Source: an optimization exercise on an open RTL-to-GDS flow (aim: small area, a short achievable clock period and few clock cycles per item). Production flows keep margins and buffers that such runs may drop. Where RTL was checked, it was by simulation tests only, not by an equivalence proof against the original. Function not checked in run 2: the RTL went through the layout flow alone.

==> flow/design.v, too long to show whole: its modules and the start of the top module <==
// module booth_multiplier: 79 lines
// module mul33: 3302 lines
// module fa: 4 lines
// module ha: 4 lines
module booth_multiplier(
	input			clk,
	input			rst_n,
	input [32:0]	data1,
	input [32:0]	data2,
	input			valid_i,
	output			ready_o,
	input			ready_i,
	output			valid_o,
	output [63:0] 	res
);
  // ...
==> flow/flow/run.sh <==
#!/bin/bash
# The standard layout (standard.sh) with extra ORFS make variables:
#  - port buffers use a plain buffer cell (buf_2) instead of the default choice
#  - flow/extra.txt, if present, holds one more VAR=VALUE per line
set -euo pipefail
ARGS=("BUFFER_PORTS_ARGS=-buffer_cell sky130_fd_sc_hd__buf_2")
if [[ -f flow/extra.txt ]]; then
  while read -r line; do [[ -n "$line" ]] && ARGS+=("$line"); done < flow/extra.txt
fi
bash standard.sh "${ARGS[@]}" finish > make.log 2>&1
==> flow/standard.sh <==
#!/bin/bash
# synth_recipe.tcl (not shown) runs the flow's synth.tcl, then flattens the netlist and writes it again
# the make line also repeats each setting of config.mk as NAME=value (left out here)
make -C /OpenROAD-flow-scripts/flow DESIGN_CONFIG=/design/flow/config.mk WORK_HOME=/design/flow/orfs CLKGATE_MAP_FILE= SYNTH_SCRIPT=/design/flow/synth_recipe.tcl "${@:-finish}"
==> flow/config.mk <==
export PLATFORM = sky130hd
export DESIGN_NAME = booth_multiplier
export DESIGN_NICKNAME = booth_multiplier
export VERILOG_FILES = /design/flow/design.v
export SDC_FILE = /design/flow/constraint.sdc
export NUM_CORES = 4
export LEC_CHECK = 0
export ABC_AREA = 1
export CAP_MARGIN = 20
export CELL_PAD_IN_SITES_DETAIL_PLACEMENT = 2
export CELL_PAD_IN_SITES_GLOBAL_PLACEMENT = 2
export CORE_MARGIN = 2
export CORE_UTILIZATION = 30
export CTS_CLUSTER_DIAMETER = 120
export CTS_CLUSTER_SIZE = 30
export PLACE_DENSITY = 0.5
export SLEW_MARGIN = 20
export SYNTH_HIERARCHICAL = 1
export SYNTH_MINIMUM_KEEP_SIZE = 0
==> flow/constraint.sdc <==
create_clock -name core_clock -period 32.0 [get_ports {clk}]
set_input_delay 6.4000 -clock core_clock [delete_from_list [all_inputs] [get_ports {clk}]]
set_output_delay 6.4000 -clock core_clock [all_outputs]
set_load 0.01 [all_outputs]
==> report_table.html, run 1 <==
<table>
<tr><th>Metric</th><th>Value</th></tr>
<tr><th colspan="2">Detailed routing</th></tr>
<tr><td>Routed wl met3</td><td>6600 um</td></tr>
<tr><td>Via/cell ratio</td><td>5.60</td></tr>
<tr><td>Uppermost layer routed</td><td>met4</td></tr>
<tr><th colspan="2">Placed design</th></tr>
<tr><td>Number of placed instances with taps included</td><td>4,273</td></tr>
<tr><td>Number of buffers added on ports</td><td>135</td></tr>
<tr><th colspan="2">Floorplan</th></tr>
<tr><td>Number of rows in the core area</td><td>116</td></tr>
<tr><td>Number of primary I/O pins</td><td>136</td></tr>
<tr><td>Effective utilization at floorplan</td><td>30.3%</td></tr>
<tr><th colspan="2">Critical path</th></tr>
<tr><td>CP top delay family</td><td>flip-flops</td></tr>
<tr><td>Minimum setup slack among reg-to-reg paths</td><td>24.58 ns</td></tr>
<tr><td>Data arrival, critical path</td><td>1.20 ns</td></tr>
<tr><th colspan="2">GRT</th></tr>
<tr><td>Highest-utilization routing layer at the global route stage</td><td>met2</td></tr>
<tr><th colspan="2">Synth</th></tr>
<tr><td>Area share of and/or/nand/nor cells after synthesis</td><td>7.01%</td></tr>
<tr><td>Synth Flop Type</td><td>sky130_fd_sc_hd__edfxtp_1</td></tr>
<tr><td>Compound-Gate Fraction of Synth Area</td><td>12.6%</td></tr>
<tr><td>Share of async-settable or async-resettable flops after synthesis</td><td>1.84%</td></tr>
<tr><td>Cell type contributing the most total cell area after synthesis</td><td>sky130_fd_sc_hd__fa_1</td></tr>
<tr><th colspan="2">Timing</th></tr>
<tr><td>Fin crit period</td><td>7.60 ns</td></tr>
<tr><td>Hold Fails Final Rpt</td><td>0</td></tr>
<tr><td>Worst-case hold slack</td><td>0.464 ns</td></tr>
<tr><td>Final setup violation count</td><td>0</td></tr>
<tr><td>Least-Margin Pin Slew</td><td>1.19 ns</td></tr>
<tr><th colspan="2">Finish</th></tr>
<tr><td>Relative area change from synthesis to final layout</td><td>8.09%</td></tr>
<tr><td>Buffers, non-clock</td><td>219</td></tr>
<tr><td>Cell Count, Final, Fillers Out</td><td>4,305</td></tr>
<tr><th colspan="2">Clock network</th></tr>
<tr><td>Post-cts gate resize count</td><td>0</td></tr>
<tr><td>Clock tree buffer depth</td><td>3</td></tr>
<tr><th colspan="2">Run status</th></tr>
<tr><td>Result of the run</td><td>timing/DRC/antenna clean</td></tr>
<tr><th colspan="2">Worst hold path</th></tr>
<tr><td>Hold_sp</td><td>s1[6]</td></tr>
</table>
Testbench counts, summed over its fixed seeds: cycles 2,064, items 2,048.
==> module booth_multiplier, before the edit <==
module booth_multiplier(
	input			clk,
	input			rst_n,
	input [32:0]	data1,
	input [32:0]	data2,
	input			valid_i,
	output			ready_o,
	input			ready_i,
	output			valid_o,
	output [63:0] 	res
);
	reg			va, vs, vr;
	reg			nrdy, vo;
	reg [32:0]	a1, s1, s2;
	reg [16:0]	a_one, a_two;
	reg [15:0]	a_neg;
	reg [63:0]	r;
	wire [63:0]	prod;
	wire		r_free = ~vr | ready_i;
	wire		a_load = r_free | ~va;
	wire		acc = valid_i & ~vs;
	assign ready_o = ~nrdy;
	assign valid_o = vo;
	assign res = r;
	wire [32:0]	b_in = vs ? s2 : data2;
	wire [34:0]	b_ext = {1'b0, b_in, 1'b0};
	wire [16:0]	e_one, e_two;
	wire [15:0]	e_neg;
	genvar j;
	generate
		for (j = 0; j < 17; j = j + 1) begin : enc
			assign e_one[j] = b_ext[2*j+1] ^ b_ext[2*j];
			assign e_two[j] = (b_ext[2*j+2] & ~b_ext[2*j+1] & ~b_ext[2*j]) |
			                  (~b_ext[2*j+2] & b_ext[2*j+1] & b_ext[2*j]);
			if (j < 16) begin : n
				assign e_neg[j] = b_ext[2*j+2];
			end
		end
	endgenerate
	always @(posedge clk or negedge rst_n) begin
		if (!rst_n) begin
			va <= 1'b0;
			vs <= 1'b0;
			vr <= 1'b0;
			nrdy <= 1'b0;
			vo <= 1'b0;
		end else begin
			if (r_free) begin
				vr <= va;
				vo <= va;
			end
			if (a_load)
				va <= vs | acc;
			if (vs)
				vs <= ~r_free;
			else
				vs <= acc & ~a_load;
			if (nrdy)
				nrdy <= ~r_free;
			else
				nrdy <= acc & ~a_load;
		end
	end
	always @(posedge clk) begin
		if (a_load) begin
			a1 <= vs ? s1 : data1;
			a_one <= e_one;
			a_two <= e_two;
			a_neg <= e_neg;
		end
		if (~vs) begin
			s1 <= data1;
			s2 <= data2;
		end
		if (r_free)
			r <= prod;
	end
	mul33 u_mul (.a(a1), .one(a_one), .two(a_two), .neg(a_neg), .p(prod));
endmodule
==> run 2, diff against run 1 <==
--- a/flow/design.v
+++ b/flow/design.v
@@ -5,26 +5,26 @@
 	input [32:0]	data2,
 	input			valid_i,
 	output			ready_o,
 	input			ready_i,
 	output			valid_o,
 	output [63:0] 	res
 );
 	reg			va, vs, vr;
-	reg			nrdy, vo;
+	reg			rdy, vo;	 
 	reg [32:0]	a1, s1, s2;
 	reg [16:0]	a_one, a_two;
 	reg [15:0]	a_neg;
 	reg [63:0]	r;
 	wire [63:0]	prod;
 	wire		r_free = ~vr | ready_i;
 	wire		a_load = r_free | ~va;
-	wire		acc = valid_i & ~vs;
-	assign ready_o = ~nrdy;
+	wire		acc = valid_i & rdy;
+	assign ready_o = rdy;
 	assign valid_o = vo;
 	assign res = r;
 	wire [32:0]	b_in = vs ? s2 : data2;
 	wire [34:0]	b_ext = {1'b0, b_in, 1'b0};
 	wire [16:0]	e_one, e_two;
 	wire [15:0]	e_neg;
 	genvar j;
 	generate
@@ -37,33 +37,32 @@
 			end
 		end
 	endgenerate
 	always @(posedge clk or negedge rst_n) begin
 		if (!rst_n) begin
 			va <= 1'b0;
 			vs <= 1'b0;
 			vr <= 1'b0;
-			nrdy <= 1'b0;
+			rdy <= 1'b1;
 			vo <= 1'b0;
 		end else begin
 			if (r_free) begin
 				vr <= va;
 				vo <= va;
 			end
 			if (a_load)
 				va <= vs | acc;
-			if (vs)
+			if (vs) begin
 				vs <= ~r_free;
-			else
+				rdy <= r_free;
+			end else begin
 				vs <= acc & ~a_load;
-			if (nrdy)
-				nrdy <= ~r_free;
-			else
-				nrdy <= acc & ~a_load;
+				rdy <= ~(acc & ~a_load);
+			end
 		end
 	end
 	always @(posedge clk) begin
 		if (a_load) begin
 			a1 <= vs ? s1 : data1;
 			a_one <= e_one;
 			a_two <= e_two;
 			a_neg <= e_neg;
@@ -3046,343 +3045,559 @@
 assign bp30 = ap59 & ap58;
 wire bg31, bp31;
 assign bg31 = ag61 | (ap61 & ag60);
 assign bp31 = ap61 & ap60;
 wire bg32, bp32;
 assign bg32 = ag63 | (ap63 & ag62);
 assign bp32 = ap63 & ap62;
 wire bg33, bp33;
-assign bg33 = bg2 | (bp2 & bg1);
-assign bp33 = bp2 & bp1;
+assign bg33 = ag2 | (ap2 & bg1);
+assign bp33 = ap2 & bp1;
 wire bg34, bp34;
-assign bg34 = bg4 | (bp4 & bg3);
-assign bp34 = bp4 & bp3;
+assign bg34 = bg2 | (bp2 & bg1);
+assign bp34 = bp2 & bp1;
 wire bg35, bp35;
-assign bg35 = bg6 | (bp6 & bg5);
-assign bp35 = bp6 & bp5;
+assign bg35 = ag6 | (ap6 & bg3);
+assign bp35 = ap6 & bp3;
 wire bg36, bp36;
-assign bg36 = bg8 | (bp8 & bg7);
-assign bp36 = bp8 & bp7;
+assign bg36 = bg4 | (bp4 & bg3);
+assign bp36 = bp4 & bp3;
 wire bg37, bp37;
-assign bg37 = bg10 | (bp10 & bg9);
-assign bp37 = bp10 & bp9;
+assign bg37 = ag10 | (ap10 & bg5);
+assign bp37 = ap10 & bp5;
 wire bg38, bp38;
-assign bg38 = bg12 | (bp12 & bg11);
-assign bp38 = bp12 & bp11;
+assign bg38 = bg6 | (bp6 & bg5);
+assign bp38 = bp6 & bp5;
 wire bg39, bp39;
-assign bg39 = bg14 | (bp14 & bg13);
-assign bp39 = bp14 & bp13;
+assign bg39 = ag14 | (ap14 & bg7);
+assign bp39 = ap14 & bp7;
 wire bg40, bp40;
-assign bg40 = bg16 | (bp16 & bg15);
-assign bp40 = bp16 & bp15;
+assign bg40 = bg8 | (bp8 & bg7);
+assign bp40 = bp8 & bp7;
 wire bg41, bp41;
-assign bg41 = bg18 | (bp18 & bg17);
-assign bp41 = bp18 & bp17;
+assign bg41 = ag18 | (ap18 & bg9);
+assign bp41 = ap18 & bp9;
 wire bg42, bp42;
-assign bg42 = bg20 | (bp20 & bg19);
-assign bp42 = bp20 & bp19;
+assign bg42 = bg10 | (bp10 & bg9);
+assign bp42 = bp10 & bp9;
 wire bg43, bp43;
-assign bg43 = bg22 | (bp22 & bg21);
-assign bp43 = bp22 & bp21;
+assign bg43 = ag22 | (ap22 & bg11);
+assign bp43 = ap22 & bp11;
 wire bg44, bp44;
-assign bg44 = bg24 | (bp24 & bg23);
-assign bp44 = bp24 & bp23;
+assign bg44 = bg12 | (bp12 & bg11);
+assign bp44 = bp12 & bp11;
 wire bg45, bp45;
-assign bg45 = bg26 | (bp26 & bg25);
-assign bp45 = bp26 & bp25;
+assign bg45 = ag26 | (ap26 & bg13);
+assign bp45 = ap26 & bp13;
 wire bg46, bp46;
-assign bg46 = bg28 | (bp28 & bg27);
-assign bp46 = bp28 & bp27;
+assign bg46 = bg14 | (bp14 & bg13);
+assign bp46 = bp14 & bp13;
 wire bg47, bp47;
-assign bg47 = bg30 | (bp30 & bg29);
-assign bp47 = bp30 & bp29;
+assign bg47 = ag30 | (ap30 & bg15);
+assign bp47 = ap30 & bp15;
 wire bg48, bp48;
-assign bg48 = bg32 | (bp32 & bg31);
-assign bp48 = bp32 & bp31;
+assign bg48 = bg16 | (bp16 & bg15);
+assign bp48 = bp16 & bp15;
 wire bg49, bp49;
-assign bg49 = bg34 | (bp34 & bg33);
-assign bp49 = bp34 & bp33;
+assign bg49 = ag34 | (ap34 & bg17);
+assign bp49 = ap34 & bp17;
 wire bg50, bp50;
-assign bg50 = bg36 | (bp36 & bg35);
-assign bp50 = bp36 & bp35;
+assign bg50 = bg18 | (bp18 & bg17);
+assign bp50 = bp18 & bp17;
 wire bg51, bp51;
-assign bg51 = bg38 | (bp38 & bg37);
-assign bp51 = bp38 & bp37;
+assign bg51 = ag38 | (ap38 & bg19);
+assign bp51 = ap38 & bp19;
 wire bg52, bp52;
-assign bg52 = bg40 | (bp40 & bg39);
-assign bp52 = bp40 & bp39;
+assign bg52 = bg20 | (bp20 & bg19);
+assign bp52 = bp20 & bp19;
 wire bg53, bp53;
-assign bg53 = bg42 | (bp42 & bg41);
-assign bp53 = bp42 & bp41;
+assign bg53 = ag42 | (ap42 & bg21);
+assign bp53 = ap42 & bp21;
 wire bg54, bp54;
-assign bg54 = bg44 | (bp44 & bg43);
-assign bp54 = bp44 & bp43;
+assign bg54 = bg22 | (bp22 & bg21);
+assign bp54 = bp22 & bp21;
 wire bg55, bp55;
-assign bg55 = bg46 | (bp46 & bg45);
-assign bp55 = bp46 & bp45;
+assign bg55 = ag46 | (ap46 & bg23);
+assign bp55 = ap46 & bp23;
 wire bg56, bp56;
-assign bg56 = bg48 | (bp48 & bg47);
-assign bp56 = bp48 & bp47;
+assign bg56 = bg24 | (bp24 & bg23);
+assign bp56 = bp24 & bp23;
 wire bg57, bp57;
-assign bg57 = bg50 | (bp50 & bg49);
-assign bp57 = bp50 & bp49;
+assign bg57 = ag50 | (ap50 & bg25);
+assign bp57 = ap50 & bp25;
 wire bg58, bp58;
-assign bg58 = bg52 | (bp52 & bg51);
-assign bp58 = bp52 & bp51;
+assign bg58 = bg26 | (bp26 & bg25);
+assign bp58 = bp26 & bp25;
 wire bg59, bp59;
-assign bg59 = bg54 | (bp54 & bg53);
-assign bp59 = bp54 & bp53;
+assign bg59 = ag54 | (ap54 & bg27);
+assign bp59 = ap54 & bp27;
 wire bg60, bp60;
-assign bg60 = bg56 | (bp56 & bg55);
-assign bp60 = bp56 & bp55;
+assign bg60 = bg28 | (bp28 & bg27);
+assign bp60 = bp28 & bp27;
 wire bg61, bp61;
-assign bg61 = bg58 | (bp58 & bg57);
-assign bp61 = bp58 & bp57;
+assign bg61 = ag58 | (ap58 & bg29);
+assign bp61 = ap58 & bp29;
 wire bg62, bp62;
-assign bg62 = bg60 | (bp60 & bg59);
-assign bp62 = bp60 & bp59;
+assign bg62 = bg30 | (bp30 & bg29);
+assign bp62 = bp30 & bp29;
 wire bg63, bp63;
-assign bg63 = bg62 | (bp62 & bg61);
-assign bp63 = bp62 & bp61;
+assign bg63 = ag62 | (ap62 & bg31);
+assign bp63 = ap62 & bp31;
 wire bg64, bp64;
-assign bg64 = bg59 | (bp59 & bg61);
-assign bp64 = bp59 & bp61;
+assign bg64 = bg32 | (bp32 & bg31);
+assign bp64 = bp32 & bp31;
 wire bg65, bp65;
-assign bg65 = bg51 | (bp51 & bg57);
-assign bp65 = bp51 & bp57;
+assign bg65 = ag4 | (ap4 & bg34);
+assign bp65 = ap4 & bp34;
 wire bg66, bp66;
-assign bg66 = bg53 | (bp53 & bg61);
-assign bp66 = bp53 & bp61;
+assign bg66 = bg3 | (bp3 & bg34);
+assign bp66 = bp3 & bp34;
 wire bg67, bp67;
-assign bg67 = bg55 | (bp55 & bg64);
-assign bp67 = bp55 & bp64;
+assign bg67 = bg35 | (bp35 & bg34);
+assign bp67 = bp35 & bp34;
 wire bg68, bp68;
-assign bg68 = bg35 | (bp35 & bg49);
-assign bp68 = bp35 & bp49;
+assign bg68 = bg36 | (bp36 & bg34);
+assign bp68 = bp36 & bp34;
 wire bg69, bp69;
-assign bg69 = bg37 | (bp37 & bg57);
-assign bp69 = bp37 & bp57;
+assign bg69 = ag12 | (ap12 & bg38);
+assign bp69 = ap12 & bp38;
 wire bg70, bp70;
-assign bg70 = bg39 | (bp39 & bg65);
-assign bp70 = bp39 & bp65;
+assign bg70 = bg7 | (bp7 & bg38);
+assign bp70 = bp7 & bp38;
 wire bg71, bp71;
-assign bg71 = bg41 | (bp41 & bg61);
-assign bp71 = bp41 & bp61;
+assign bg71 = bg39 | (bp39 & bg38);
+assign bp71 = bp39 & bp38;
 wire bg72, bp72;
-assign bg72 = bg43 | (bp43 & bg66);
-assign bp72 = bp43 & bp66;
+assign bg72 = bg40 | (bp40 & bg38);
+assign bp72 = bp40 & bp38;
 wire bg73, bp73;
-assign bg73 = bg45 | (bp45 & bg64);
-assign bp73 = bp45 & bp64;
+assign bg73 = ag20 | (ap20 & bg42);
+assign bp73 = ap20 & bp42;
 wire bg74, bp74;
-assign bg74 = bg47 | (bp47 & bg67);
-assign bp74 = bp47 & bp67;
+assign bg74 = bg11 | (bp11 & bg42);
+assign bp74 = bp11 & bp42;
 wire bg75, bp75;
-assign bg75 = bg3 | (bp3 & bg33);
-assign bp75 = bp3 & bp33;
+assign bg75 = bg43 | (bp43 & bg42);
+assign bp75 = bp43 & bp42;
 wire bg76, bp76;
-assign bg76 = bg5 | (bp5 & bg49);
-assign bp76 = bp5 & bp49;
+assign bg76 = bg44 | (bp44 & bg42);
+assign bp76 = bp44 & bp42;
 wire bg77, bp77;
-assign bg77 = bg7 | (bp7 & bg68);
-assign bp77 = bp7 & bp68;
+assign bg77 = ag28 | (ap28 & bg46);
+assign bp77 = ap28 & bp46;
 wire bg78, bp78;
-assign bg78 = bg9 | (bp9 & bg57);
-assign bp78 = bp9 & bp57;
+assign bg78 = bg15 | (bp15 & bg46);
+assign bp78 = bp15 & bp46;
 wire bg79, bp79;
-assign bg79 = bg11 | (bp11 & bg69);
-assign bp79 = bp11 & bp69;
+assign bg79 = bg47 | (bp47 & bg46);
+assign bp79 = bp47 & bp46;
 wire bg80, bp80;
-assign bg80 = bg13 | (bp13 & bg65);
-assign bp80 = bp13 & bp65;
+assign bg80 = bg48 | (bp48 & bg46);
+assign bp80 = bp48 & bp46;
 wire bg81, bp81;
-assign bg81 = bg15 | (bp15 & bg70);
-assign bp81 = bp15 & bp70;
+assign bg81 = ag36 | (ap36 & bg50);
+assign bp81 = ap36 & bp50;
 wire bg82, bp82;
-assign bg82 = bg17 | (bp17 & bg61);
-assign bp82 = bp17 & bp61;
+assign bg82 = bg19 | (bp19 & bg50);
+assign bp82 = bp19 & bp50;
 wire bg83, bp83;
-assign bg83 = bg19 | (bp19 & bg71);
-assign bp83 = bp19 & bp71;
+assign bg83 = bg51 | (bp51 & bg50);
+assign bp83 = bp51 & bp50;
 wire bg84, bp84;
-assign bg84 = bg21 | (bp21 & bg66);
-assign bp84 = bp21 & bp66;
+assign bg84 = bg52 | (bp52 & bg50);
+assign bp84 = bp52 & bp50;
 wire bg85, bp85;
-assign bg85 = bg23 | (bp23 & bg72);
-assign bp85 = bp23 & bp72;
+assign bg85 = ag44 | (ap44 & bg54);
+assign bp85 = ap44 & bp54;
 wire bg86, bp86;
-assign bg86 = bg25 | (bp25 & bg64);
-assign bp86 = bp25 & bp64;
+assign bg86 = bg23 | (bp23 & bg54);
+assign bp86 = bp23 & bp54;
 wire bg87, bp87;
-assign bg87 = bg27 | (bp27 & bg73);
-assign bp87 = bp27 & bp73;
+assign bg87 = bg55 | (bp55 & bg54);
+assign bp87 = bp55 & bp54;
 wire bg88, bp88;
-assign bg88 = bg29 | (bp29 & bg67);
-assign bp88 = bp29 & bp67;
+assign bg88 = bg56 | (bp56 & bg54);
+assign bp88 = bp56 & bp54;
 wire bg89, bp89;
-assign bg89 = bg31 | (bp31 & bg74);
-assign bp89 = bp31 & bp74;
+assign bg89 = ag52 | (ap52 & bg58);
+assign bp89 = ap52 & bp58;
 wire bg90, bp90;
-assign bg90 = ag2 | (ap2 & bg1);
-assign bp90 = ap2 & bp1;
+assign bg90 = bg27 | (bp27 & bg58);
+assign bp90 = bp27 & bp58;
 wire bg91, bp91;
-assign bg91 = ag4 | (ap4 & bg33);
-assign bp91 = ap4 & bp33;
+assign bg91 = bg59 | (bp59 & bg58);
+assign bp91 = bp59 & bp58;
 wire bg92, bp92;
-assign bg92 = ag6 | (ap6 & bg75);
-assign bp92 = ap6 & bp75;
+assign bg92 = bg60 | (bp60 & bg58);
+assign bp92 = bp60 & bp58;
 wire bg93, bp93;
-assign bg93 = ag8 | (ap8 & bg49);
-assign bp93 = ap8 & bp49;
+assign bg93 = ag60 | (ap60 & bg62);
+assign bp93 = ap60 & bp62;
 wire bg94, bp94;
-assign bg94 = ag10 | (ap10 & bg76);
-assign bp94 = ap10 & bp76;
+assign bg94 = bg31 | (bp31 & bg62);
+assign bp94 = bp31 & bp62;
 wire bg95, bp95;
-assign bg95 = ag12 | (ap12 & bg68);
-assign bp95 = ap12 & bp68;
+assign bg95 = bg63 | (bp63 & bg62);
+assign bp95 = bp63 & bp62;
 wire bg96, bp96;
-assign bg96 = ag14 | (ap14 & bg77);
-assign bp96 = ap14 & bp77;
+assign bg96 = bg64 | (bp64 & bg62);
+assign bp96 = bp64 & bp62;
 wire bg97, bp97;
-assign bg97 = ag16 | (ap16 & bg57);
-assign bp97 = ap16 & bp57;
+assign bg97 = ag8 | (ap8 & bg68);
+assign bp97 = ap8 & bp68;
 wire bg98, bp98;
-assign bg98 = ag18 | (ap18 & bg78);
-assign bp98 = ap18 & bp78;
+assign bg98 = bg5 | (bp5 & bg68);
+assign bp98 = bp5 & bp68;
 wire bg99, bp99;
-assign bg99 = ag20 | (ap20 & bg69);
-assign bp99 = ap20 & bp69;
+assign bg99 = bg37 | (bp37 & bg68);
+assign bp99 = bp37 & bp68;
 wire bg100, bp100;
-assign bg100 = ag22 | (ap22 & bg79);
-assign bp100 = ap22 & bp79;
+assign bg100 = bg38 | (bp38 & bg68);
+assign bp100 = bp38 & bp68;
 wire bg101, bp101;
-assign bg101 = ag24 | (ap24 & bg65);
-assign bp101 = ap24 & bp65;
+assign bg101 = bg69 | (bp69 & bg68);
+assign bp101 = bp69 & bp68;
 wire bg102, bp102;
-assign bg102 = ag26 | (ap26 & bg80);
-assign bp102 = ap26 & bp80;
+assign bg102 = bg70 | (bp70 & bg68);
+assign bp102 = bp70 & bp68;
 wire bg103, bp103;
-assign bg103 = ag28 | (ap28 & bg70);
-assign bp103 = ap28 & bp70;
+assign bg103 = bg71 | (bp71 & bg68);
+assign bp103 = bp71 & bp68;
 wire bg104, bp104;
-assign bg104 = ag30 | (ap30 & bg81);
-assign bp104 = ap30 & bp81;
+assign bg104 = bg72 | (bp72 & bg68);
+assign bp104 = bp72 & bp68;
 wire bg105, bp105;
-assign bg105 = ag32 | (ap32 & bg61);
-assign bp105 = ap32 & bp61;
+assign bg105 = ag24 | (ap24 & bg76);
+assign bp105 = ap24 & bp76;
 wire bg106, bp106;
-assign bg106 = ag34 | (ap34 & bg82);
-assign bp106 = ap34 & bp82;
+assign bg106 = bg13 | (bp13 & bg76);
+assign bp106 = bp13 & bp76;
 wire bg107, bp107;
-assign bg107 = ag36 | (ap36 & bg71);
-assign bp107 = ap36 & bp71;
+assign bg107 = bg45 | (bp45 & bg76);
+assign bp107 = bp45 & bp76;
 wire bg108, bp108;
-assign bg108 = ag38 | (ap38 & bg83);
-assign bp108 = ap38 & bp83;
+assign bg108 = bg46 | (bp46 & bg76);
+assign bp108 = bp46 & bp76;
 wire bg109, bp109;
-assign bg109 = ag40 | (ap40 & bg66);
-assign bp109 = ap40 & bp66;
+assign bg109 = bg77 | (bp77 & bg76);
+assign bp109 = bp77 & bp76;
 wire bg110, bp110;
-assign bg110 = ag42 | (ap42 & bg84);
-assign bp110 = ap42 & bp84;
+assign bg110 = bg78 | (bp78 & bg76);
+assign bp110 = bp78 & bp76;
 wire bg111, bp111;
-assign bg111 = ag44 | (ap44 & bg72);
-assign bp111 = ap44 & bp72;
+assign bg111 = bg79 | (bp79 & bg76);
+assign bp111 = bp79 & bp76;
 wire bg112, bp112;
-assign bg112 = ag46 | (ap46 & bg85);
-assign bp112 = ap46 & bp85;
+assign bg112 = bg80 | (bp80 & bg76);
+assign bp112 = bp80 & bp76;
 wire bg113, bp113;
-assign bg113 = ag48 | (ap48 & bg64);
-assign bp113 = ap48 & bp64;
+assign bg113 = ag40 | (ap40 & bg84);
+assign bp113 = ap40 & bp84;
 wire bg114, bp114;
-assign bg114 = ag50 | (ap50 & bg86);
-assign bp114 = ap50 & bp86;
+assign bg114 = bg21 | (bp21 & bg84);
+assign bp114 = bp21 & bp84;
 wire bg115, bp115;
-assign bg115 = ag52 | (ap52 & bg73);
-assign bp115 = ap52 & bp73;
+assign bg115 = bg53 | (bp53 & bg84);
+assign bp115 = bp53 & bp84;
 wire bg116, bp116;
-assign bg116 = ag54 | (ap54 & bg87);
-assign bp116 = ap54 & bp87;
+assign bg116 = bg54 | (bp54 & bg84);
+assign bp116 = bp54 & bp84;
 wire bg117, bp117;
-assign bg117 = ag56 | (ap56 & bg67);
-assign bp117 = ap56 & bp67;
+assign bg117 = bg85 | (bp85 & bg84);
+assign bp117 = bp85 & bp84;
 wire bg118, bp118;
-assign bg118 = ag58 | (ap58 & bg88);
-assign bp118 = ap58 & bp88;
+assign bg118 = bg86 | (bp86 & bg84);
+assign bp118 = bp86 & bp84;
 wire bg119, bp119;
-assign bg119 = ag60 | (ap60 & bg74);
-assign bp119 = ap60 & bp74;
+assign bg119 = bg87 | (bp87 & bg84);
+assign bp119 = bp87 & bp84;
 wire bg120, bp120;
-assign bg120 = ag62 | (ap62 & bg89);
-assign bp120 = ap62 & bp89;
+assign bg120 = bg88 | (bp88 & bg84);
+assign bp120 = bp88 & bp84;
+wire bg121, bp121;
+assign bg121 = ag56 | (ap56 & bg92);
+assign bp121 = ap56 & bp92;
+wire bg122, bp122;
+assign bg122 = bg29 | (bp29 & bg92);
+assign bp122 = bp29 & bp92;
+wire bg123, bp123;
+assign bg123 = bg61 | (bp61 & bg92);
+assign bp123 = bp61 & bp92;
+wire bg124, bp124;
+assign bg124 = bg62 | (bp62 & bg92);
+assign bp124 = bp62 & bp92;
+wire bg125, bp125;
+assign bg125 = bg93 | (bp93 & bg92);
+assign bp125 = bp93 & bp92;
+wire bg126, bp126;
+assign bg126 = bg94 | (bp94 & bg92);
+assign bp126 = bp94 & bp92;
+wire bg127, bp127;
+assign bg127 = bg95 | (bp95 & bg92);
+assign bp127 = bp95 & bp92;
+wire bg128, bp128;
+assign bg128 = bg96 | (bp96 & bg92);
+assign bp128 = bp96 & bp92;
+wire bg129, bp129;
+assign bg129 = ag16 | (ap16 & bg104);
+assign bp129 = ap16 & bp104;
+wire bg130, bp130;
+assign bg130 = bg9 | (bp9 & bg104);
+assign bp130 = bp9 & bp104;
+wire bg131, bp131;
+assign bg131 = bg41 | (bp41 & bg104);
+assign bp131 = bp41 & bp104;
+wire bg132, bp132;
+assign bg132 = bg42 | (bp42 & bg104);
+assign bp132 = bp42 & bp104;
+wire bg133, bp133;
+assign bg133 = bg73 | (bp73 & bg104);
+assign bp133 = bp73 & bp104;
+wire bg134, bp134;
+assign bg134 = bg74 | (bp74 & bg104);
+assign bp134 = bp74 & bp104;
+wire bg135, bp135;
+assign bg135 = bg75 | (bp75 & bg104);
+assign bp135 = bp75 & bp104;
+wire bg136, bp136;
+assign bg136 = bg76 | (bp76 & bg104);
+assign bp136 = bp76 & bp104;
+wire bg137, bp137;
+assign bg137 = bg105 | (bp105 & bg104);
+assign bp137 = bp105 & bp104;
+wire bg138, bp138;
+assign bg138 = bg106 | (bp106 & bg104);
+assign bp138 = bp106 & bp104;
+wire bg139, bp139;
+assign bg139 = bg107 | (bp107 & bg104);
+assign bp139 = bp107 & bp104;
+wire bg140, bp140;
+assign bg140 = bg108 | (bp108 & bg104);
+assign bp140 = bp108 & bp104;
+wire bg141, bp141;
+assign bg141 = bg109 | (bp109 & bg104);
+assign bp141 = bp109 & bp104;
+wire bg142, bp142;
+assign bg142 = bg110 | (bp110 & bg104);
+assign bp142 = bp110 & bp104;
+wire bg143, bp143;
+assign bg143 = bg111 | (bp111 & bg104);
+assign bp143 = bp111 & bp104;
+wire bg144, bp144;
+assign bg144 = bg112 | (bp112 & bg104);
+assign bp144 = bp112 & bp104;
+wire bg145, bp145;
+assign bg145 = ag48 | (ap48 & bg120);
+assign bp145 = ap48 & bp120;
+wire bg146, bp146;
+assign bg146 = bg25 | (bp25 & bg120);
+assign bp146 = bp25 & bp120;
+wire bg147, bp147;
+assign bg147 = bg57 | (bp57 & bg120);
+assign bp147 = bp57 & bp120;
+wire bg148, bp148;
+assign bg148 = bg58 | (bp58 & bg120);
+assign bp148 = bp58 & bp120;
+wire bg149, bp149;
+assign bg149 = bg89 | (bp89 & bg120);
+assign bp149 = bp89 & bp120;
+wire bg150, bp150;
+assign bg150 = bg90 | (bp90 & bg120);
+assign bp150 = bp90 & bp120;
+wire bg151, bp151;
+assign bg151 = bg91 | (bp91 & bg120);
+assign bp151 = bp91 & bp120;
+wire bg152, bp152;
+assign bg152 = bg92 | (bp92 & bg120);
+assign bp152 = bp92 & bp120;
+wire bg153, bp153;
+assign bg153 = bg121 | (bp121 & bg120);
+assign bp153 = bp121 & bp120;
+wire bg154, bp154;
+assign bg154 = bg122 | (bp122 & bg120);
+assign bp154 = bp122 & bp120;
+wire bg155, bp155;
+assign bg155 = bg123 | (bp123 & bg120);
+assign bp155 = bp123 & bp120;
+wire bg156, bp156;
+assign bg156 = bg124 | (bp124 & bg120);
+assign bp156 = bp124 & bp120;
+wire bg157, bp157;
+assign bg157 = bg125 | (bp125 & bg120);
+assign bp157 = bp125 & bp120;
+wire bg158, bp158;
+assign bg158 = bg126 | (bp126 & bg120);
+assign bp158 = bp126 & bp120;
+wire bg159, bp159;
+assign bg159 = bg127 | (bp127 & bg120);
+assign bp159 = bp127 & bp120;
+wire bg160, bp160;
+assign bg160 = bg128 | (bp128 & bg120);
+assign bp160 = bp128 & bp120;
+wire bg161, bp161;
+assign bg161 = ag32 | (ap32 & bg144);
+assign bp161 = ap32 & bp144;
+wire bg162, bp162;
+assign bg162 = bg17 | (bp17 & bg144);
+assign bp162 = bp17 & bp144;
+wire bg163, bp163;
+assign bg163 = bg49 | (bp49 & bg144);
+assign bp163 = bp49 & bp144;
+wire bg164, bp164;
+assign bg164 = bg50 | (bp50 & bg144);
+assign bp164 = bp50 & bp144;
+wire bg165, bp165;
+assign bg165 = bg81 | (bp81 & bg144);
+assign bp165 = bp81 & bp144;
+wire bg166, bp166;
+assign bg166 = bg82 | (bp82 & bg144);
+assign bp166 = bp82 & bp144;
+wire bg167, bp167;
+assign bg167 = bg83 | (bp83 & bg144);
+assign bp167 = bp83 & bp144;
+wire bg168, bp168;
+assign bg168 = bg84 | (bp84 & bg144);
+assign bp168 = bp84 & bp144;
+wire bg169, bp169;
+assign bg169 = bg113 | (bp113 & bg144);
+assign bp169 = bp113 & bp144;
+wire bg170, bp170;
+assign bg170 = bg114 | (bp114 & bg144);
+assign bp170 = bp114 & bp144;
+wire bg171, bp171;
+assign bg171 = bg115 | (bp115 & bg144);
+assign bp171 = bp115 & bp144;
+wire bg172, bp172;
+assign bg172 = bg116 | (bp116 & bg144);
+assign bp172 = bp116 & bp144;
+wire bg173, bp173;
+assign bg173 = bg117 | (bp117 & bg144);
+assign bp173 = bp117 & bp144;
+wire bg174, bp174;
+assign bg174 = bg118 | (bp118 & bg144);
+assign bp174 = bp118 & bp144;
+wire bg175, bp175;
+assign bg175 = bg119 | (bp119 & bg144);
+assign bp175 = bp119 & bp144;
+wire bg176, bp176;
+assign bg176 = bg120 | (bp120 & bg144);
+assign bp176 = bp120 & bp144;
+wire bg177, bp177;
+assign bg177 = bg145 | (bp145 & bg144);
+assign bp177 = bp145 & bp144;
+wire bg178, bp178;
+assign bg178 = bg146 | (bp146 & bg144);
+assign bp178 = bp146 & bp144;
+wire bg179, bp179;
+assign bg179 = bg147 | (bp147 & bg144);
+assign bp179 = bp147 & bp144;
+wire bg180, bp180;
+assign bg180 = bg148 | (bp148 & bg144);
+assign bp180 = bp148 & bp144;
+wire bg181, bp181;
+assign bg181 = bg149 | (bp149 & bg144);
+assign bp181 = bp149 & bp144;
+wire bg182, bp182;
+assign bg182 = bg150 | (bp150 & bg144);
+assign bp182 = bp150 & bp144;
+wire bg183, bp183;
+assign bg183 = bg151 | (bp151 & bg144);
+assign bp183 = bp151 & bp144;
+wire bg184, bp184;
+assign bg184 = bg152 | (bp152 & bg144);
+assign bp184 = bp152 & bp144;
+wire bg185, bp185;
+assign bg185 = bg153 | (bp153 & bg144);
+assign bp185 = bp153 & bp144;
+wire bg186, bp186;
+assign bg186 = bg154 | (bp154 & bg144);
+assign bp186 = bp154 & bp144;
+wire bg187, bp187;
+assign bg187 = bg155 | (bp155 & bg144);
+assign bp187 = bp155 & bp144;
+wire bg188, bp188;
+assign bg188 = bg156 | (bp156 & bg144);
+assign bp188 = bp156 & bp144;
+wire bg189, bp189;
+assign bg189 = bg157 | (bp157 & bg144);
+assign bp189 = bp157 & bp144;
+wire bg190, bp190;
+assign bg190 = bg158 | (bp158 & bg144);
+assign bp190 = bp158 & bp144;
+wire bg191, bp191;
+assign bg191 = bg159 | (bp159 & bg144);
+assign bp191 = bp159 & bp144;
+wire bg192, bp192;
+assign bg192 = bg160 | (bp160 & bg144);
+assign bp192 = bp160 & bp144;
 assign p[0] = ap0 ^ 1'b0;
 assign p[1] = ap1 ^ ag0;
 assign p[2] = ap2 ^ bg1;
-assign p[3] = ap3 ^ bg90;
-assign p[4] = ap4 ^ bg33;
-assign p[5] = ap5 ^ bg91;
-assign p[6] = ap6 ^ bg75;
-assign p[7] = ap7 ^ bg92;
-assign p[8] = ap8 ^ bg49;
-assign p[9] = ap9 ^ bg93;
-assign p[10] = ap10 ^ bg76;
-assign p[11] = ap11 ^ bg94;
-assign p[12] = ap12 ^ bg68;
-assign p[13] = ap13 ^ bg95;
-assign p[14] = ap14 ^ bg77;
-assign p[15] = ap15 ^ bg96;
-assign p[16] = ap16 ^ bg57;
-assign p[17] = ap17 ^ bg97;
-assign p[18] = ap18 ^ bg78;
-assign p[19] = ap19 ^ bg98;
-assign p[20] = ap20 ^ bg69;
-assign p[21] = ap21 ^ bg99;
-assign p[22] = ap22 ^ bg79;
-assign p[23] = ap23 ^ bg100;
-assign p[24] = ap24 ^ bg65;
-assign p[25] = ap25 ^ bg101;
-assign p[26] = ap26 ^ bg80;
-assign p[27] = ap27 ^ bg102;
-assign p[28] = ap28 ^ bg70;
-assign p[29] = ap29 ^ bg103;
-assign p[30] = ap30 ^ bg81;
-assign p[31] = ap31 ^ bg104;
-assign p[32] = ap32 ^ bg61;
-assign p[33] = ap33 ^ bg105;
-assign p[34] = ap34 ^ bg82;
-assign p[35] = ap35 ^ bg106;
-assign p[36] = ap36 ^ bg71;
-assign p[37] = ap37 ^ bg107;
-assign p[38] = ap38 ^ bg83;
-assign p[39] = ap39 ^ bg108;
-assign p[40] = ap40 ^ bg66;
-assign p[41] = ap41 ^ bg109;
-assign p[42] = ap42 ^ bg84;
-assign p[43] = ap43 ^ bg110;
-assign p[44] = ap44 ^ bg72;
-assign p[45] = ap45 ^ bg111;
-assign p[46] = ap46 ^ bg85;
-assign p[47] = ap47 ^ bg112;
-assign p[48] = ap48 ^ bg64;
-assign p[49] = ap49 ^ bg113;
-assign p[50] = ap50 ^ bg86;
-assign p[51] = ap51 ^ bg114;
-assign p[52] = ap52 ^ bg73;
-assign p[53] = ap53 ^ bg115;
-assign p[54] = ap54 ^ bg87;
-assign p[55] = ap55 ^ bg116;
-assign p[56] = ap56 ^ bg67;
-assign p[57] = ap57 ^ bg117;
-assign p[58] = ap58 ^ bg88;
-assign p[59] = ap59 ^ bg118;
-assign p[60] = ap60 ^ bg74;
-assign p[61] = ap61 ^ bg119;
-assign p[62] = ap62 ^ bg89;
-assign p[63] = ap63 ^ bg120;
+assign p[3] = ap3 ^ bg33;
+assign p[4] = ap4 ^ bg34;
+assign p[5] = ap5 ^ bg65;
+assign p[6] = ap6 ^ bg66;
+assign p[7] = ap7 ^ bg67;
+assign p[8] = ap8 ^ bg68;
+assign p[9] = ap9 ^ bg97;
+assign p[10] = ap10 ^ bg98;
+assign p[11] = ap11 ^ bg99;
+assign p[12] = ap12 ^ bg100;
+assign p[13] = ap13 ^ bg101;
+assign p[14] = ap14 ^ bg102;
+assign p[15] = ap15 ^ bg103;
+assign p[16] = ap16 ^ bg104;
+assign p[17] = ap17 ^ bg129;
+assign p[18] = ap18 ^ bg130;
+assign p[19] = ap19 ^ bg131;
+assign p[20] = ap20 ^ bg132;
+assign p[21] = ap21 ^ bg133;
+assign p[22] = ap22 ^ bg134;
+assign p[23] = ap23 ^ bg135;
+assign p[24] = ap24 ^ bg136;
+assign p[25] = ap25 ^ bg137;
+assign p[26] = ap26 ^ bg138;
+assign p[27] = ap27 ^ bg139;
+assign p[28] = ap28 ^ bg140;
+assign p[29] = ap29 ^ bg141;
+assign p[30] = ap30 ^ bg142;
+assign p[31] = ap31 ^ bg143;
+assign p[32] = ap32 ^ bg144;
+assign p[33] = ap33 ^ bg161;
+assign p[34] = ap34 ^ bg162;
+assign p[35] = ap35 ^ bg163;
+assign p[36] = ap36 ^ bg164;
+assign p[37] = ap37 ^ bg165;
+assign p[38] = ap38 ^ bg166;
+assign p[39] = ap39 ^ bg167;
+assign p[40] = ap40 ^ bg168;
+assign p[41] = ap41 ^ bg169;
+assign p[42] = ap42 ^ bg170;
+assign p[43] = ap43 ^ bg171;
+assign p[44] = ap44 ^ bg172;
+assign p[45] = ap45 ^ bg173;
+assign p[46] = ap46 ^ bg174;
+assign p[47] = ap47 ^ bg175;
+assign p[48] = ap48 ^ bg176;
+assign p[49] = ap49 ^ bg177;
+assign p[50] = ap50 ^ bg178;
+assign p[51] = ap51 ^ bg179;
+assign p[52] = ap52 ^ bg180;
+assign p[53] = ap53 ^ bg181;
+assign p[54] = ap54 ^ bg182;
+assign p[55] = ap55 ^ bg183;
+assign p[56] = ap56 ^ bg184;
+assign p[57] = ap57 ^ bg185;
+assign p[58] = ap58 ^ bg186;
+assign p[59] = ap59 ^ bg187;
+assign p[60] = ap60 ^ bg188;
+assign p[61] = ap61 ^ bg189;
+assign p[62] = ap62 ^ bg190;
+assign p[63] = ap63 ^ bg191;
 endmodule
 module fa (input a, input b, input ci, output s, output co);
 assign s = a ^ b ^ ci;
 assign co = (a & b) | (a & ci) | (b & ci);
 endmodule
 module ha (input a, input b, output s, output co);
 assign s = a ^ b;
 assign co = a & b;
--- a/flow/config.mk
+++ b/flow/config.mk
@@ -6,14 +6,12 @@
 export NUM_CORES = 4
 export LEC_CHECK = 0
 export ABC_AREA = 1
 export CAP_MARGIN = 20
 export CELL_PAD_IN_SITES_DETAIL_PLACEMENT = 2
 export CELL_PAD_IN_SITES_GLOBAL_PLACEMENT = 2
 export CORE_MARGIN = 2
 export CORE_UTILIZATION = 30
-export CTS_CLUSTER_DIAMETER = 120
-export CTS_CLUSTER_SIZE = 30
 export PLACE_DENSITY = 0.5
 export SLEW_MARGIN = 20
 export SYNTH_HIERARCHICAL = 1
 export SYNTH_MINIMUM_KEEP_SIZE = 0
==> run 2 against run 1 <==
Worst hold slack worse by 0.0088 ns. Design area up 3.9%. Critical endpoint is now r[61]. Still clean on timing, DRC and antenna. Cell count up 11%.
==> report_table.html, run 2 <==
<table>
<tr><th>Metric</th><th>Value</th></tr>
<tr><th colspan="2">Run status</th></tr>
<tr><td>Result of the run</td><td>timing/DRC/antenna clean</td></tr>
<tr><th colspan="2">Detailed routing</th></tr>
<tr><td>Number of detailed-route iterations in the first pass</td><td>5</td></tr>
<tr><td>DRC violations left</td><td>0</td></tr>
<tr><td>Via/cell ratio</td><td>5.56 (-0.69%)</td></tr>
<tr><td>Iteration-0 DRC count of the detailed router</td><td>1,700</td></tr>
<tr><td>Routed via count</td><td>26,500</td></tr>
<tr><td>Post-detailed-route wirelength per cell</td><td>29.4 um</td></tr>
<tr><td>Number of antenna-violating nets in the routed design</td><td>0</td></tr>
<tr><td>Wire length reported by the detailed router</td><td>140,000 um</td></tr>
<tr><th colspan="2">Floorplan</th></tr>
<tr><td>Number of primary I/O pins</td><td>136 (unchanged)</td></tr>
<tr><td>Effective utilization at floorplan</td><td>30.2% (-0.064 points)</td></tr>
<tr><td>Die area</td><td>0.107 sq mm</td></tr>
<tr><td>Die X-Extent</td><td>327 um</td></tr>
<tr><td>Height of the chip</td><td>327 um</td></tr>
<tr><td>Placeable core region</td><td>0.103 sq mm</td></tr>
<tr><td>Number of rows in the core area</td><td>118 (+1.7%)</td></tr>
<tr><th colspan="2">Finish</th></tr>
<tr><td>Cell Count, Final, Fillers Out</td><td>4,764 (+11%)</td></tr>
<tr><td>Max FFs per register</td><td>64</td></tr>
<tr><td>Register containing the most flip-flops in the final layout</td><td>r</td></tr>
<tr><td>Share of cells above drive strength 1</td><td>10.6%</td></tr>
<tr><td>Relative area change from synthesis to final layout</td><td>8.95%</td></tr>
<tr><td>Fill cells</td><td>11,500</td></tr>
<tr><td>Most frequent standard cell in the layout excluding fill and tap cells</td><td>sky130_fd_sc_hd__nand2_1</td></tr>
<tr><td>Area of the multi-input gates</td><td>0.0231 sq mm</td></tr>
<tr><td>Total area of sequential cells</td><td>0.00584 sq mm</td></tr>
<tr><td>Net count reported at finish</td><td>4,025</td></tr>
<tr><td>Diode count</td><td>0</td></tr>
<tr><td>Commonest non-fill, non-tap cells in the layout</td><td>sky130_fd_sc_hd__nand2_1, sky130_fd_sc_hd__xor2_1, sky130_fd_sc_hd__o22ai_1</td></tr>
<tr><th colspan="2">Timing</th></tr>
<tr><td>Final setup violation count</td><td>0 (unchanged)</td></tr>
<tr><td>Final Cycle Share</td><td>24.2%</td></tr>
<tr><td>Worst-case hold slack</td><td>0.455 ns (-0.00881 ns)</td></tr>
<tr><td>Least-Margin Pin Slew</td><td>1.10 ns (-0.0915 ns)</td></tr>
<tr><td>Number of max-slew violations in the final report</td><td>0</td></tr>
<tr><td>Max Fclk</td><td>129 MHz</td></tr>
<tr><td>TNS Setup</td><td>0 ns</td></tr>
<tr><td>Hold Fails Final Rpt</td><td>0 (unchanged)</td></tr>
<tr><td>Worst Skew</td><td>0.0332 ns</td></tr>
<tr><td>Post-layout worst setup margin</td><td>24.27 ns</td></tr>
<tr><td>Fin crit period</td><td>7.73 ns (+0.132 ns)</td></tr>
<tr><td>Unrepaired setup endpoints after global routing</td><td>no</td></tr>
<tr><td>Relative slew slack</td><td>26.6%</td></tr>
<tr><th colspan="2">Synth</th></tr>
<tr><td>Synth top area share</td><td>30.0%</td></tr>
<tr><td>Cell type contributing the most total cell area after synthesis</td><td>sky130_fd_sc_hd__fa_1</td></tr>
<tr><td>Post-synth EDFFs</td><td>147</td></tr>
<tr><td>Post-synthesis net count</td><td>4,062</td></tr>
<tr><td>Synthesis-stage register bit count</td><td>217</td></tr>
<tr><td>Top cells by area, synth</td><td>sky130_fd_sc_hd__fa_1, sky130_fd_sc_hd__xor2_1, sky130_fd_sc_hd__edfxtp_1</td></tr>
<tr><td>Synth warn</td><td>7</td></tr>
<tr><td>Cell with the most instances after synthesis</td><td>sky130_fd_sc_hd__nand2_1</td></tr>
<tr><td>Count of different cell masters after synthesis</td><td>39</td></tr>
<tr><td>Gate count after technology mapping</td><td>3,399</td></tr>
<tr><td>Synth Flop Type</td><td>sky130_fd_sc_hd__edfxtp_1</td></tr>
<tr><td>Sequential area share after synthesis</td><td>18.7%</td></tr>
<tr><td>Share of async-settable or async-resettable flops after synthesis</td><td>1.84% (unchanged)</td></tr>
<tr><td>Most used standard cells in the synthesized netlist</td><td>sky130_fd_sc_hd__nand2_1, sky130_fd_sc_hd__xor2_1, sky130_fd_sc_hd__o22ai_1</td></tr>
<tr><td>Netlist area before placement</td><td>0.0313 sq mm</td></tr>
<tr><td>Mean cell area of the mapped netlist</td><td>9.20 sq um</td></tr>
<tr><th colspan="2">Clock network</th></tr>
<tr><td>Post-CTS Hold Fix Bufs</td><td>0</td></tr>
<tr><td>Post-cts gate resize count</td><td>0 (unchanged)</td></tr>
<tr><td>Cell chosen for the clock root</td><td>sky130_fd_sc_hd__clkbuf_16</td></tr>
<tr><td>Clk slew on worst S/H paths</td><td>0.06 ns</td></tr>
<tr><td>Clock tree from TritonCTS</td><td>built</td></tr>
<tr><td>Clock sink total</td><td>217</td></tr>
<tr><td>CTS HTree Levels</td><td>1</td></tr>
<tr><td>Total CTS buffers</td><td>29</td></tr>
<tr><td>Clock tree buffer depth</td><td>3 (unchanged)</td></tr>
<tr><td>Clock latency (worst-skew pair)</td><td>0.64 ns</td></tr>
<tr><td>Post-CTS setup buffer count</td><td>0</td></tr>
<tr><th colspan="2">Critical path</th></tr>
<tr><td>Required arrival time at the worst endpoint</td><td>32.32 ns</td></tr>
<tr><td>CP Capture Type</td><td>register</td></tr>
<tr><td>Max Fanout on Critical Path</td><td>30</td></tr>
<tr><td>Data arrival, critical path</td><td>8.05 ns (+6.85 ns)</td></tr>
<tr><td>Length in cells of the worst reg-to-reg path</td><td>20</td></tr>
<tr><td>Minimum setup slack among reg-to-reg paths</td><td>24.28 ns (-0.30 ns)</td></tr>
<tr><td>R2r endpoint</td><td>r[33]</td></tr>
<tr><td>Worst setup SP type</td><td>input pin</td></tr>
<tr><td>Startpoint of the worst-slack reg-to-reg timing path</td><td>a1[0]</td></tr>
<tr><td>Kind of critical path</td><td>in2reg</td></tr>
<tr><td>Startpoint of the most critical setup path</td><td>ready_i</td></tr>
<tr><th colspan="2">Worst hold path</th></tr>
<tr><td>Hold EP</td><td>s1[19]</td></tr>
<tr><td>Hold_sp</td><td>s1[19]</td></tr>
<tr><td>Hold Path Cell Cnt</td><td>2</td></tr>
<tr><td>Worst hold path class</td><td>reg2reg</td></tr>
<tr><th colspan="2">Placed design</th></tr>
<tr><td>Place WS</td><td>23.57 ns</td></tr>
<tr><td>Final RePlAce weighted congestion</td><td>0.799</td></tr>
<tr><td>Number of buffers added on ports</td><td>135 (unchanged)</td></tr>
<tr><td>Number of placed instances with taps included</td><td>4,711 (+10%)</td></tr>
<tr><td>Sum of net half-perimeters after detailed placement</td><td>91,800 um</td></tr>
<tr><th colspan="2">Job</th></tr>
<tr><td>Number of maximum-capacitance constraint violations</td><td>0</td></tr>
<tr><th colspan="2">GRT</th></tr>
<tr><td>Number of global-route vias before repair</td><td>30,300</td></tr>
<tr><td>First-pass GRT wire length</td><td>207,000 um</td></tr>
<tr><td>Initial antenna violation count</td><td>0</td></tr>
<tr><td>Pin count of the biggest net entering global routing</td><td>98</td></tr>
<tr><td>Global-route congestion overflow total</td><td>0</td></tr>
<tr><td>GRT Overall Usage</td><td>26.0%</td></tr>
</table>
[run 2: cell type report]
| type | instances | share of cell area (%) |
|---|---|---|
| Multi-Input combinational cell | 2599 | 67.7 |
| Sequential cell | 217 | 17.1 |
| Tap cell | 1380 | 5.07 |
| Timing Repair Buffer | 225 | 3.96 |
| Inverter | 290 | 3.21 |
| Clock buffer | 32 | 2.16 |
| Clock inverter | 21 | 0.727 |
[run 2: kinds of logic (layout without fill, tap and decap cells)]
logic type,count (synthesis),count (layout),share of synthesized area [%]
adder cells (fa/ha/maj),593,593,35.0
AO/OA/AOI/OAI,636,636,12.6
flip-flops,217,217,18.7
XOR/XNOR,565,565,15.8
buffers and inverters,583,568,7.57
AND/OR/NAND/NOR,805,805,10.4
[run 2: per-layer routing]
metal | track usage, % | wire [um]
met2 | 43.2 | 65700
met5 | 0 | 0
met1 | 35.5 | 62700
met4 | 7.58 | 4190
met3 | 3.29 | 7460
[run 2: Yosys stat by module (local to each module, per instance)]
module,flops+latches,cells inside
mul33,0,2195
ha,0,1
booth_multiplier,217,694
fa,0,1
[run 2: critical path, stage by stage]
cell	delay, ns
sky130_fd_sc_hd__buf_2	0.10
sky130_fd_sc_hd__nor2_1	0.34
sky130_fd_sc_hd__clkinv_2	0.44
sky130_fd_sc_hd__buf_4	0.37
sky130_fd_sc_hd__buf_4	0.30
[run 2: per-stage QoR]
stage	utilization, %	instance area [sq um]
3_5_place_dp	32.0	33100
4_1_cts	32.9	34100
5_1_grt	32.9	34100
6_report	32.9	34100
2_1_floorplan	-	31300
3_3_place_gp	32.0	33100
[run 2: worst max-delay path by stage]
stage | to | depth (start not counted)
2_1_floorplan | a1[0] | 2
3_3_place_gp | r[59] | 5
3_5_place_dp | r[59] | 5
4_1_cts | r[33] | 20
5_1_grt | r[55] | 23
6_report | r[61] | 5

==> what the ideal ports hide <==
No port has a modelled driver above. Below, the same layouts with a new extraction and two added sets of constraints.
Step 1 sets driving cells, clkbuf_16 on the clock port and buf_2 on the other inputs (assumed; they add their load-dependent delay and slew).
Step 2, shift: input delay + t, output delay - t, t = (earliest + latest rising clock arrival at the registers) / 2. This alone moves slack from input paths to output paths.
Three values: no drivers, after step 1, after step 2; two values: the first two.
run	t, ns	setup WS [ns]	hold slack, ns	latest minus earliest clock arrival (ns)
run 1	0.661	24.402 / 24.323 / 23.913	0.464 / 0.464 / 0.464	0.042 / 0.042
run 2	0.697	24.270 / 24.259 / 23.629	0.455 / 0.455 / 0.455	0.036 / 0.036
After both steps setup and hold are still met in every run listed. For run 2, which loses most, drivers alone change the setup slack by -0.011 ns; drivers and shift together by -0.641 ns.
